Context: an optimization exercise on an open-source flow, tuned for a short achievable clock period and few clock cycles. The choices shown serve that exercise and are no tape-out recipe.
Function was checked by simulation only, so behaviour that the tests miss may differ from the original.
No activity file was given, so power comes from the tool's default toggle rates.

[flow/standard.sh]
#!/bin/bash
# synth_recipe.tcl (not shown) runs the flow's synth.tcl, then flattens the netlist and writes it again
# the make line also repeats each setting of config.mk as NAME=value (left out here)
make -C /OpenROAD-flow-scripts/flow DESIGN_CONFIG=/design/flow/config.mk WORK_HOME=/design/flow/orfs CLKGATE_MAP_FILE= SYNTH_SCRIPT=/design/flow/synth_recipe.tcl "${@:-finish}"
[flow/flow/run.sh]
#!/bin/bash
set -euo pipefail
bash standard.sh SETUP_SLACK_MARGIN=6.8 finish > flow_orfs.log 2>&1
[flow/config.mk]
export PLATFORM = sky130hd
export DESIGN_NAME = main
export DESIGN_NICKNAME = main
export VERILOG_FILES = /design/flow/design.v
export SDC_FILE = /design/flow/constraint.sdc
export NUM_CORES = 4
export LEC_CHECK = 0
export ABC_CLOCK_PERIOD_IN_PS = 3000
export CAP_MARGIN = 20
export CORE_MARGIN = 2
export CORE_UTILIZATION = 40
export PLACE_DENSITY = 0.6
export SLEW_MARGIN = 20
[flow/design.v]
module main(
    input  wire        clk,
    input  wire        rst,
    output wire [31:0] imem_addr,
    input  wire [31:0] imem_rdata,
    output wire [31:0] dmem_addr,
    output wire        dmem_re,
    output wire [3:0]  dmem_wstrb,
    output wire [31:0] dmem_wdata,
    input  wire [31:0] dmem_rdata
);
    reg  [31:0] pc;
    reg         d_valid;
    reg  [31:0] d_pc, d_inst, d_imm;
    reg         d_wb, d_mr, d_mw, d_br, d_jal, d_jalr, d_lui, d_urs1, d_urs2;
    reg         d_alusrc, d_pre;
    reg  [9:0]  d_aluop;    
    reg         e_wbe, e_mr, e_mw, e_jal, e_jalr;
    reg         e_teq, e_tne, e_tlt, e_tge, e_tltu, e_tgeu;
    reg  [4:0]  e_rd;
    reg  [2:0]  e_f3;
    reg  [31:0] e_rd1, e_rd2, e_imm, e_tgt, e_prev;
    reg         e_fam, e_faw, e_far, e_fbm, e_fbw, e_fbr;
    reg         e_bm, e_bw, e_br, e_bi;    
    reg  [9:0]  e_aluop;
    reg         e_pre;
    reg  [31:0] m_res, m_wdata;
    reg  [3:0]  m_wstrb;
    reg  [4:0]  m_rd;
    reg         m_wbe, m_mr;
    reg  [2:0]  m_f3;
    reg  [31:0] w_val;
    reg  [4:0]  w_rd;
    reg         w_wbe;
    reg  [31:0] rf [1:31];
    wire branch, hdu;
    wire [31:0] bpc;
    assign imem_addr = pc;
    wire [31:0] fi = imem_rdata;
    wire [6:0]  fop = fi[6:0];
    wire [2:0]  ff3 = fi[14:12];
    wire f_op    = (fop == 7'd51);
    wire f_opimm = (fop == 7'd19);
    wire f_load  = (fop == 7'd3);
    wire f_store = (fop == 7'd35);
    wire f_jalr  = (fop == 7'd103);
    wire f_jal   = (fop == 7'd111);
    wire f_auipc = (fop == 7'd23);
    wire f_lui   = (fop == 7'd55);
    wire f_br    = (fop == 7'd99);
    wire f_alu   = f_op | f_opimm;
    reg [31:0] f_imm;
    always @(*) begin
        if (f_store)              f_imm = {{20{fi[31]}}, fi[31:25], fi[11:7]};
        else if (f_auipc | f_lui) f_imm = {fi[31:12], 12'b0};
        else if (f_jal)           f_imm = {{11{fi[31]}}, fi[31], fi[19:12], fi[20], fi[30:21], 1'b0};
        else if (f_br)            f_imm = {{19{fi[31]}}, fi[31], fi[7], fi[30:25], fi[11:8], 1'b0};
        else                      f_imm = {{20{fi[31]}}, fi[31:20]};
    end
    reg [9:0] f_aluop;
    always @(*) begin
        f_aluop = 10'b0000000001;                       
        if (f_alu) begin
            case (ff3)
                3'd0: f_aluop = (f_op & fi[30]) ? 10'b0000000010 : 10'b0000000001;
                3'd1: f_aluop = 10'b0000000100;
                3'd2: f_aluop = 10'b0000001000;
                3'd3: f_aluop = 10'b0000010000;
                3'd4: f_aluop = 10'b0000100000;
                3'd5: f_aluop = fi[30] ? 10'b0010000000 : 10'b0001000000;
                3'd6: f_aluop = 10'b0100000000;
                3'd7: f_aluop = 10'b1000000000;
            endcase
        end
    end
    always @(posedge clk) begin
        if (rst)
            pc <= 32'd0;
        else if (branch)
            pc <= bpc;
        else if (!hdu)
            pc <= pc + 32'd4;
    end
    always @(posedge clk) begin
        if (rst || branch)
            d_valid <= 1'b0;
        else if (!hdu)
            d_valid <= 1'b1;
        if (!hdu) begin
            d_pc     <= pc;
            d_inst   <= fi;
            d_imm    <= f_imm;
            d_wb     <= f_alu | f_load | f_jalr | f_jal | f_auipc | f_lui;
            d_mr     <= f_load;
            d_mw     <= f_store;
            d_br     <= f_br;
            d_jal    <= f_jal;
            d_jalr   <= f_jalr;
            d_lui    <= f_lui;
            d_urs1   <= f_alu | f_load | f_store | f_jalr | f_br;
            d_urs2   <= f_op | f_store | f_br;
            d_alusrc <= f_opimm | f_load | f_store;
            d_pre    <= f_jal | f_jalr | f_auipc | f_lui;
            d_aluop  <= f_aluop;
        end
    end
    wire [4:0] rs1 = d_inst[19:15];
    wire [4:0] rs2 = d_inst[24:20];
    wire [4:0] rd  = d_inst[11:7];
    wire [2:0] f3  = d_inst[14:12];
    reg [31:0] rd1, rd2;
    always @(*) begin
        if (rs1 == 5'd0)                 rd1 = 32'd0;
        else if (w_wbe && w_rd == rs1)   rd1 = w_val;
        else                             rd1 = rf[rs1];
        if (rs2 == 5'd0)                 rd2 = 32'd0;
        else if (w_wbe && w_rd == rs2)   rd2 = w_val;
        else                             rd2 = rf[rs2];
    end
    wire [31:0] tgt = d_pc + d_imm;
    wire [31:0] pc4 = d_pc + 32'd4;
    wire [31:0] prev = (d_jal | d_jalr) ? pc4 : d_lui ? d_imm : tgt;
    assign hdu = d_valid && e_mr && (e_rd != 5'd0) &&
                 ((d_urs1 && e_rd == rs1) || (d_urs2 && e_rd == rs2));
    wire fam = !rst && e_wbe && e_rd == rs1;
    wire faw = !fam && !rst && m_wbe && m_rd == rs1;
    wire fbm = !rst && e_wbe && e_rd == rs2;
    wire fbw = !fbm && !rst && m_wbe && m_rd == rs2;
    wire kill = rst || branch || hdu;
    wire dv   = d_valid;
    always @(posedge clk) begin
        e_wbe  <= !kill && dv && d_wb && rd != 5'd0;
        e_mr   <= !kill && dv && d_mr;
        e_mw   <= !kill && dv && d_mw;
        e_jal  <= !kill && dv && d_jal;
        e_jalr <= !kill && dv && d_jalr;
        e_teq  <= !kill && dv && d_br && f3 == 3'd0;
        e_tne  <= !kill && dv && d_br && f3 == 3'd1;
        e_tlt  <= !kill && dv && d_br && f3 == 3'd4;
        e_tge  <= !kill && dv && d_br && f3 == 3'd5;
        e_tltu <= !kill && dv && d_br && f3 == 3'd6;
        e_tgeu <= !kill && dv && d_br && f3 == 3'd7;
        e_rd   <= rd;
        e_f3   <= f3;
        e_rd1  <= rd1;
        e_rd2  <= rd2;
        e_imm  <= d_imm;
        e_tgt  <= tgt;
        e_prev <= prev;
        e_fam  <= fam;
        e_faw  <= faw;
        e_far  <= !fam && !faw;
        e_fbm  <= fbm;
        e_fbw  <= fbw;
        e_fbr  <= !fbm && !fbw;
        e_bi   <= d_alusrc;
        e_bm   <= !d_alusrc && fbm;
        e_bw   <= !d_alusrc && fbw;
        e_br   <= !d_alusrc && !fbm && !fbw;
        e_aluop <= d_pre ? 10'd0 : d_aluop;
        e_pre  <= d_pre;
    end
    wire [31:0] a  = ({32{e_fam}} & m_res) | ({32{e_faw}} & w_val) | ({32{e_far}} & e_rd1);
    wire [31:0] b  = ({32{e_fbm}} & m_res) | ({32{e_fbw}} & w_val) | ({32{e_fbr}} & e_rd2);
    wire [31:0] ob = ({32{e_bm}} & m_res) | ({32{e_bw}} & w_val) | ({32{e_br}} & e_rd2) |
                     ({32{e_bi}} & e_imm);
    wire [31:0] sum  = a + ob;
    wire [31:0] diff = a - ob;
    wire        slt  = $signed(a) < $signed(ob);
    wire        sltu = a < ob;
    wire [31:0] sll  = a << ob[4:0];
    wire [31:0] srl  = a >> ob[4:0];
    wire [31:0] sra  = $signed(a) >>> ob[4:0];
    wire [31:0] c = ({32{e_aluop[0]}} & sum) |
                    ({32{e_aluop[1]}} & diff) |
                    ({32{e_aluop[2]}} & sll) |
                    {31'd0, e_aluop[3] & slt} |
                    {31'd0, e_aluop[4] & sltu} |
                    ({32{e_aluop[5]}} & (a ^ ob)) |
                    ({32{e_aluop[6]}} & srl) |
                    ({32{e_aluop[7]}} & sra) |
                    ({32{e_aluop[8]}} & (a | ob)) |
                    ({32{e_aluop[9]}} & (a & ob)) |
                    ({32{e_pre}} & e_prev);
    wire beq  = (a == b);
    wire blt  = $signed(a) < $signed(b);
    wire bltu = a < b;
    assign branch = e_jal | e_jalr |
                    (e_teq & beq) | (e_tne & ~beq) |
                    (e_tlt & blt) | (e_tge & ~blt) |
                    (e_tltu & bltu) | (e_tgeu & ~bltu);
    wire [31:0] jt = a + e_imm;
    assign bpc = e_jalr ? {jt[31:1], 1'b0} : e_tgt;
    always @(posedge clk) begin
        m_res   <= c;
        m_rd    <= e_rd;
        m_f3    <= e_f3;
        m_wbe   <= !rst && e_wbe;
        m_mr    <= !rst && e_mr;
        if (rst || !e_mw)
            m_wstrb <= 4'b0000;
        else case (e_f3[1:0])
            2'd0:    m_wstrb <= 4'b0001 << sum[1:0];
            2'd1:    m_wstrb <= sum[1] ? 4'b1100 : 4'b0011;
            default: m_wstrb <= 4'b1111;
        endcase
        case (e_f3[1:0])
            2'd0:    m_wdata <= {4{b[7:0]}};
            2'd1:    m_wdata <= {2{b[15:0]}};
            default: m_wdata <= b;
        endcase
    end
    assign dmem_addr  = m_res;
    assign dmem_re    = m_mr;
    assign dmem_wstrb = m_wstrb;
    assign dmem_wdata = m_wdata;
    wire [31:0] sh = dmem_rdata >> {m_res[1:0], 3'b000};
    reg  [31:0] ld;
    always @(*) begin
        case (m_f3)
            3'd0:    ld = {{24{sh[7]}}, sh[7:0]};
            3'd1:    ld = {{16{sh[15]}}, sh[15:0]};
            3'd4:    ld = {24'b0, sh[7:0]};
            3'd5:    ld = {16'b0, sh[15:0]};
            default: ld = dmem_rdata;
        endcase
    end
    always @(posedge clk) begin
        w_val <= m_mr ? ld : m_res;
        w_rd  <= m_rd;
        w_wbe <= !rst && m_wbe;
    end
    always @(posedge clk) begin
        if (w_wbe && w_rd != 5'd0)
            rf[w_rd] <= w_val;
    end
endmodule
[flow/constraint.sdc]
create_clock -name core_clock -period 10.0 [get_ports {clk}]
set_input_delay 2.0000 -clock core_clock [delete_from_list [all_inputs] [get_ports {clk}]]
set_output_delay 2.0000 -clock core_clock [all_outputs]
set_load 0.01 [all_outputs]
==> metrics.md, run 1 <==
| Metric | Value |
|---|---|
| Final instance area | `between 90000 and 100000 µm²` |
| Dpl hpwl | `209 mm` |
| RSZ-0062 raised after global routing | `yes` |
| Nets | `roughly 6.5k` |
| Starting DRT DRC Count | `between 9k and 10k` |
| CTS Buf Count | `around 160` |
| Post-synth EDFFs | `around 1.1k` |
| Number of synthesized register bits | `between 1k and 1.5k` |
| Largest family of logic cells by synthesized area | `multiplexers` |
| Avg WL per Cell | `approximately 37 µm` |
| Ports | `about 170` |
| Yosys warning count | `1` |
| Min-Delay Startpoint | `e_f3[2]` |
| Worst Setup Slack, final | `5.80 ns` |
| CP startpoint kind | `flip-flop` |
| Synth Area in Adders | `3.27%` |
| Reg clk slew, reported paths | `~0.06 ns` |
| CTS tree | `yes` |
| Initial Util | `roughly two fifths` |
| Layout cells sized above 1 | `between 30% and 40%` |
| Number of routed nets with antenna violations | `0` |
| Setup crit end kind | `flip-flop` |
| Hold Crit Class | `reg -> reg` |
| Vias in the first global route | `56.8k` |
| Row count | `roughly 160` |
| Die Wd | `around 440 µm` |
| Number of max-cap violations | `0` |
| Grt total ovfl | `0` |
| Period utilisation layout | `42.0%` |
| Clk buf depth | `3` |
| Post-synth cell types | `a little over 80` |
| Worst-path cell chain | `buf_8 -> a222oi_1 -> buf_4 -> clkinvlp_4 -> ha_4 -> or2_4 -> or4_4 -> o21ai_4 -> a31oi_4 -> a2111oi_4 -> o31ai_4 -> a21oi_2 -> o31ai_4 -> buf_4 -> o211a_1 -> o2111ai_1` |
| Initial DRT Pass Iterations | `13` |
| Clock Tree Root | `clkbuf_16` |
| Clock sink count | `1444` |
| # port buffers | `166` |
| Synth Area in Compound Gates | `approximately an eighth` |
| Routed WL | `roughly 330 mm` |
| Mapped Area | `approximately 75000 µm²` |
| Drt via density | `6.62` |
| Worst EP required | `between 10 and 15 ns` |
| Crit-path slowest cell | `or4_4` |
| Reg2reg start | `e_far` |
| Setup TNS | `0 ns` |
| Synth Area in XOR/XNOR | `about 1.9%` |
| Total core area | `187000 µm²` |
| Register-to-register setup slack | `roughly 5.8 ns` |
| Simple-Gate Fraction of Synth Area | `under 10%` |
| Hold Crit Depth | `0` |
| Hold Buf Count CTS | `0` |
| Fill count | `roughly 16k` |
| Slew HR | `between 10% and 20%` |
| Clock Skew | `approximately 0.06 ns` |
| Die Ht | `roughly 440 µm` |
| Critical path arrival | `4.94 ns` |
| Placer congestion estimate | `1.02` |
| Synthesized Nets | `just over 6k` |
| Crit path max fanout | `32` |
| Largest net degree at the start of global routing | `87` |
| Stages on worst setup path | `16` |
| Critical path type | `reg -> reg` |
| Global-route wire length before repair | `between 400 and 500 mm` |
| Cell Area, Placed | `80400 µm²` |
| Pwr per Cell Area | `around 220 nW/µm²` |
| Pre-CTS WS | `4.42 ns` |
| Buffers & Inverters on Critical Path | `4` |
| Worst Setup SP | `e_far` |
| Sequential fraction of the synthesis area | `53.0%` |
| Drc violations | `0` |
| Mux cell area share after synthesis | `approximately a fifth` |
| Worst reg2reg path depth | `16` |
| Overall routing resource usage | `roughly a third` |
| Vias | `59.0k` |
| P&R area growth vs syn | `23.0%` |
| Post-layout power | `approximately 0.020 W` |
| Outcome | `no timing/DRC/antenna violations` |
| Fmax achieved | `around 240 MHz` |
| LEAKAGE | `32.9 nW` |
| Tmin final | `4.20 ns` |
| Die Area | `about 190000 µm²` |
| Antenna violations before repair | `24` |
| Top FF cell, synth | `edfxtp_1` |
| Maximum VDD drop | `0.224 mV` |
| Cell family with most CP delay | `compound AO/OA/AOI/OAI gates` |
| Async SR Flop Fraction | `0%` |
| Final setup vio count | `0` |
| Tightest Pin Transition | `~1.3 ns` |
| H-tree depth | `4` |
| Final max-slew violation count | `0` |
| Clk latency of the worst-skew pair | `0.86 ns` |
| Final hold violations | `0` |
| Mean Syn Cell Area | `between 10 and 15 µm²` |
| Syn Inst Count | `5851` |
| Critical Path Max Stage Delay | `0.53 ns` |
Yosys cell counts, types with 97 or more instances:
cell type | number | area share [%]
a21oi_1 | 431 | 2.9
a221oi_1 | 99 | 1.2
a22oi_1 | 101 | 1.0
buf_1 | 97 | 0.48
clkbuf_1 | 306 | 1.5
dfxtp_1 | 349 | 9.3
edfxtp_1 | 1095 | 44
ha_1 | 190 | 3.2
inv_1 | 148 | 0.74
mux2i_1 | 292 | 3.9
mux4_2 | 449 | 13
nand2_1 | 326 | 1.6
nand3_1 | 98 | 0.65
nor2_1 | 374 | 1.9
nor3_1 | 116 | 0.77
o21ai_0 | 267 | 1.8
worst paths after layout:
check | end
worst max register to register | m_res[27]
worst min-delay path | m_f3[2]
worst min register to register | m_f3[2]
worst max-delay path | m_res[27]
placed cells by master, fill, tap and decap left out, drive strengths merged, types with 43 or more instances in the layout:
cell type,instances
a211oi,58
a21o,77
a21oi,431
a221oi,99
a222oi,54
a22oi,101
a31oi,43
buf,597
clkbuf,211
clkdlybuf4s50,60
clkinv,60
dfxtp,349
edfxtp,1095
ha,190
inv,139
mux2,95
mux2i,292
mux4,450
nand2,330
nand3,98
nor2,374
nor2b,82
nor3,116
o21ai,268
o221ai,50
xnor2,92
xor2,71
layer usage:
layer | share of wire [%] | GRT usage [%] | routed length [µm] | vias up
met4 | 6.6 | 18.9 | 21800 | 12
met1 | 40 | 46.0 | 131000 | 30170
met3 | 11 | 7.83 | 36600 | 817
li1 | - | - | - | 23939
met5 | 0.022 | 0 | 73 | -
met2 | 43 | 49.0 | 142000 | 4067
flip-flops by register name, summed over array words and instances, names as in the netlist, 4 cells and up:
| name | count |
|---|---|
| e_rd2 | 32 |
| d_pc | 32 |
| m_wstrb | 4 |
| e_rd | 5 |
| d_aluop | 10 |
| m_wdata | 32 |
| w_val | 32 |
| e_imm | 32 |
| m_res | 32 |
| e_tgt | 32 |
| w_rd | 5 |
| m_rd | 5 |
| rf | 992 |
| pc | 32 |
| e_rd1 | 32 |
| e_prev | 32 |
| e_aluop | 10 |
| d_imm | 32 |
| d_inst | 18 |
layout make-up:
| class | instances | area [µm²] | share of cell area [%] |
|---|---|---|---|
| tap | 2495 | 3120 | 3.38 |
| inverter | 152 | 654 | 0.708 |
| clock buffer | 201 | 4190 | 4.53 |
| timing repair buffer | 686 | 7220 | 7.81 |
| sequential | 1444 | 40200 | 43.5 |
| clock inverter | 87 | 1070 | 1.16 |
| antenna | 10 | 25.0 | 0.0271 |
| multi-input combinational | 3842 | 36000 | 38.9 |
where the power goes:
part | internal (W) | switching [W] | leakage (nW)
Sequential | 0.00751 | 0.000853 | 13.0
Clock | 0.00337 | 0.00262 | 2.54
Combinational | 0.00230 | 0.00342 | 17.3
metrics by stage:
step | hold WS (ns) | utilization, % | instances
6_report | 0.351 | 49.4 | 8917
5_1_grt | 0.365 | 49.4 | 8915
4_1_cts | 0.361 | 48.6 | 8839
3_5_place_dp | 0.329 | 42.9 | 8254
3_3_place_gp | 0.319 | 42.9 | 8253
2_1_floorplan | 0.310 | - | 5851
timing repair:
| item | 4_1_cts | 5_1_grt |
|---|---|---|
| gates resized for setup | 1143 | 173 |
| pin swaps | 158 | 92 |
| setup buffers | 273 | 58 |
| endpoints found under the setup margin | 507 | 298 |
| cloned | 24 | 10 |
cells by family after synthesis:
logic type / after synthesis
mux: 837
fa+ha+maj: 194
simple gates: 1232
flops: 1444
compound gates: 1410
xor+xnor: 163
buf+inv: 571
Testbench counts, summed over its fixed seeds: cycles 39,136.
==> run 2: changes to the inputs <==
==> flow/run.sh (new file) <==
#!/bin/bash
# synth_recipe.tcl (not shown) runs the flow's synth.tcl, then flattens the netlist and writes it again
# the make line also repeats each setting of config.mk as NAME=value (left out here)
make -C /OpenROAD-flow-scripts/flow DESIGN_CONFIG=/design/flow/config.mk WORK_HOME=/design/flow/orfs CLKGATE_MAP_FILE= SYNTH_SCRIPT=/design/flow/synth_recipe.tcl finish
--- a/flow/config.mk
+++ b/flow/config.mk
@@ -10,4 +10,5 @@
 export CORE_MARGIN = 2
 export CORE_UTILIZATION = 40
 export PLACE_DENSITY = 0.6
+export SETUP_SLACK_MARGIN = 5
 export SLEW_MARGIN = 20
removed: flow/flow/run.sh
removed: flow/standard.sh
==> metrics.md, run 2 <==
| Metric | Value |
|---|---|
| Critical path arrival | `5.60 ns (+0.66 ns)` |
| Crit path max fanout | `49 (+53%)` |
| CTS Buf Count | `155 (unchanged)` |
| Nets | `6227 (-4.8%)` |
| Slew HR | `12.4% (-3.8 points)` |
| Top FF cell, synth | `edfxtp_1` |
| Vias | `56.7k (-3.9%)` |
| Die Area | `191000 µm² (unchanged)` |
| Async SR Flop Fraction | `0% (unchanged)` |
| Vias in the first global route | `54.2k (-4.6%)` |
| Syn Inst Count | `5851 (unchanged)` |
| Worst EP required | `10.71 ns (-0.03 ns)` |
| Antenna violations before repair | `24 (unchanged)` |
| Number of routed nets with antenna violations | `0 (unchanged)` |
| # port buffers | `166 (unchanged)` |
| Final max-slew violation count | `0 (unchanged)` |
| Number of max-cap violations | `0 (unchanged)` |
| Hold Crit Class | `reg -> reg` |
| Yosys warning count | `1 (unchanged)` |
| Clk latency of the worst-skew pair | `0.84 ns (-0.02 ns)` |
| Starting DRT DRC Count | `8877 (-5.5%)` |
| RSZ-0062 raised after global routing | `no` |
| CTS tree | `yes` |
| Post-synth EDFFs | `1095 (unchanged)` |
| Drt via density | `6.59 (-0.41%)` |
| Biggest register | `rf` |
| Sequential fraction of the synthesis area | `53.0% (unchanged)` |
| Initial Util | `40.1% (unchanged)` |
| Tmin final | `4.88 ns (+0.689 ns)` |
| Routed WL | `310 mm (-6.5%)` |
| Final hold violations | `0 (unchanged)` |
| Final setup vio count | `0 (unchanged)` |
| Clock Tree Root | `clkbuf_16` |
| Row count | `159 (unchanged)` |
| Layout cells sized above 1 | `18.3% (-13 points)` |
| CP startpoint kind | `flip-flop` |
| List of most frequent post-synthesis cells | `edfxtp_1 (1095), mux4_2 (449), a21oi_1 (431), nor2_1 (374), dfxtp_1 (349)` |
| Maximum VDD drop | `0.229 mV (+2.3%)` |
| LEAKAGE | `30.3 nW (-8.0%)` |
| Total core area | `187000 µm² (unchanged)` |
| Area share of the largest cell type after synthesis | `43.8% (unchanged)` |
| Pwr per Cell Area | `218 nW/µm² (+0.27%)` |
| Hold Buf Count CTS | `0 (unchanged)` |
| Worst-path cell chain | `buf_4 -> a222oi_1 -> buf_4 -> clkinvlp_4 -> ha_1 -> nand4_1 -> nor4_2 -> nand2_1 -> nor2_1 -> nor4b_4 -> mux2_2 -> o211ai_1 -> and2_2 -> buf_12 -> nor2_1 -> a311oi_1` |
| Cell family with most CP delay | `simple AND/OR/NAND/NOR gates` |
| Period utilisation layout | `48.8% (+6.9 points)` |
| Post-synth cell types | `83 (unchanged)` |
| Clk buf depth | `3 (unchanged)` |
| Number of synthesized register bits | `1444 (unchanged)` |
| Critical Path Max Stage Delay | `0.71 ns (+0.18 ns)` |
| Initial DRT Pass Iterations | `14 (+1)` |
| Die Ht | `437 µm (unchanged)` |
| Commonest non-fill, non-tap cell in the layout | `edfxtp_1` |
| Grt total ovfl | `0 (unchanged)` |
| Fill count | `16.6k (+2.4%)` |
| Tightest Pin Transition | `1.31 ns (+0.0573 ns)` |
| Avg WL per Cell | `36.0 µm (-3.0%)` |
| Synth area leaders | `edfxtp_1 (44%), mux4_2 (13%), dfxtp_1 (9.3%), mux2i_1 (3.9%), ha_1 (3.2%)` |
| Crit-path slowest cell | `a222oi_1` |
| Most common cell in the netlist | `edfxtp_1` |
| Mapped Area | `75200 µm² (unchanged)` |
| Outcome | `no timing/DRC/antenna violations` |
| Dpl hpwl | `208 mm (-0.30%)` |
| Synthesized Nets | `6111 (unchanged)` |
| Dominant cell type by area after synthesis | `edfxtp_1` |
| H-tree depth | `4 (unchanged)` |
| Clock sink count | `1444 (unchanged)` |
| Placer congestion estimate | `1.03 (+0.79%)` |
| Clock Skew | `0.0695 ns (+0.00929 ns)` |
| Setup crit end kind | `flip-flop` |
| Post-layout power | `0.0187 W (-6.9%)` |
| Most frequent cells in the layout | `edfxtp_1 (1095), mux4_2 (449), a21oi_1 (431)` |
| Overall routing resource usage | `31.6% (-2.0 points)` |
| P&R area growth vs syn | `14.2%` |
| Ports | `167 (unchanged)` |
| Buffers & Inverters on Critical Path | `4 (unchanged)` |
| Die Wd | `437 µm (unchanged)` |
| Reg clk slew, reported paths | `0.06 ns (about the same)` |
| Fmax achieved | `205 MHz (-14%)` |
| Max reg flops | `992 (unchanged)` |
| Drc violations | `0 (unchanged)` |
| Setup TNS | `0 ns (unchanged)` |
| Critical path type | `reg -> reg` |
| Mean Syn Cell Area | `12.8 µm² (unchanged)` |
| Global-route wire length before repair | `426 mm (-5.2%)` |
| Largest net degree at the start of global routing | `110 (+26%)` |
[run 2: cell counts after synthesis]
Identical to the previous run, type by type.
[run 2: final timing paths]
kind | slack (ns) | depth (start not counted) | startpoint | end
setup reg to reg | 5.12 | 16 | e_fam | pc[11]
setup / recovery | 5.12 | 16 | e_fam | pc[11]
hold reg to reg | 0.33 | 0 | e_f3[2] | m_f3[2]
hold / removal | 0.33 | 0 | e_f3[2] | m_f3[2]
[run 2: kinds of logic (layout without fill, tap and decap cells)]
| group | Yosys count | in the layout | share of synthesized area [%] |
|---|---|---|---|
| other | 0 | 11 | 0 |
| buffers and inverters | 571 | 814 | 2.91 |
| adder cells (fa/ha/maj) | 194 | 194 | 3.27 |
| multiplexers | 837 | 837 | 18.8 |
| flip-flops | 1444 | 1444 | 53.0 |
| AO/OA/AOI/OAI | 1410 | 1410 | 12.4 |
| AND/OR/NAND/NOR | 1232 | 1232 | 7.71 |
| XOR/XNOR | 163 | 163 | 1.90 |
[run 2: routing by layer]
layer | track usage [%] | wire length (µm) | share of wire [%]
met5 | 0 | 64 | 0.021
met4 | 16.0 | 17900 | 5.8
met3 | 7.73 | 33800 | 11
met2 | 45.6 | 133000 | 43
met1 | 44.3 | 125000 | 40
[run 2: timing repair]
| item | in CTS | in global routing |
|---|---|---|
| setup endpoints to repair | 55 | 56 |
| setup buffers | 19 | 6 |
| pin swaps | 13 | 2 |
| gates cloned | 0 | 0 |
| gates resized for setup | 18 | 24 |
[run 2: final cells by class]
class	count	area, µm²	area share [%]
clock inverter	79	961	1.12
clock buffer	205	4350	5.07
antenna	11	27.5	0.0321
multi-input combinational	3836	33500	39.1
sequential	1444	39900	46.5
timing repair buffer	378	3390	3.94
inverter	152	577	0.672
tap	2495	3120	3.64
[run 2: through the flow]
| step | setup slack (ns) | cells | util (%) | cell area, µm² | hold slack (ns) |
|---|---|---|---|---|---|
| after floorplan | 5.11 | 5851 | - | 75200 | 0.310 |
| after global placement | 4.45 | 8278 | 42.8 | 80200 | 0.318 |
| after detailed placement | 4.05 | 8280 | 42.8 | 80200 | 0.318 |
| after CTS | 5.01 | 8583 | 45.8 | 85700 | 0.332 |
| after global routing | 5.00 | 8593 | 45.9 | 85800 | 0.333 |
| final | 5.12 | 8600 | 45.9 | 85900 | 0.328 |
[run 2: report_power, final]
part	internal (W)	total [W]	switching, W
clock	0.00340	0.00597	0.00257
sequential	0.00744	0.00826	0.000824
combinational	0.00156	0.00447	0.00290
total	0.0124	0.0187	0.00630

afterwards: timing with drivers on the ports:
Ports are ideal in the flow. The routed layouts listed here were re-timed in OpenROAD. Step 1: set_driving_cell puts a clkbuf_16 on clk and a buf_2 on each other input, an assumption about the parent block. Step 2 times the ports against the registers' clock, not the clock port: input delays grow and output delays shrink by t, the midpoint of the rising clock arrivals with the driver on. Three values: ideal ports, drivers, drivers and shift; two values: the first two.
run	shift t [ns]	setup WS [ns]	hold slack, ns	worst slew at a driven data input, ns	cell pins on the clock port's net
run 1	0.912	5.805 / 5.805 / 5.805	0.351 / 0.351 / 0.351	0.17	1
run 2	0.884	5.116 / 5.116 / 5.116	0.328 / 0.328 / 0.328	0.17	1
After both steps every run listed still meets setup and hold.
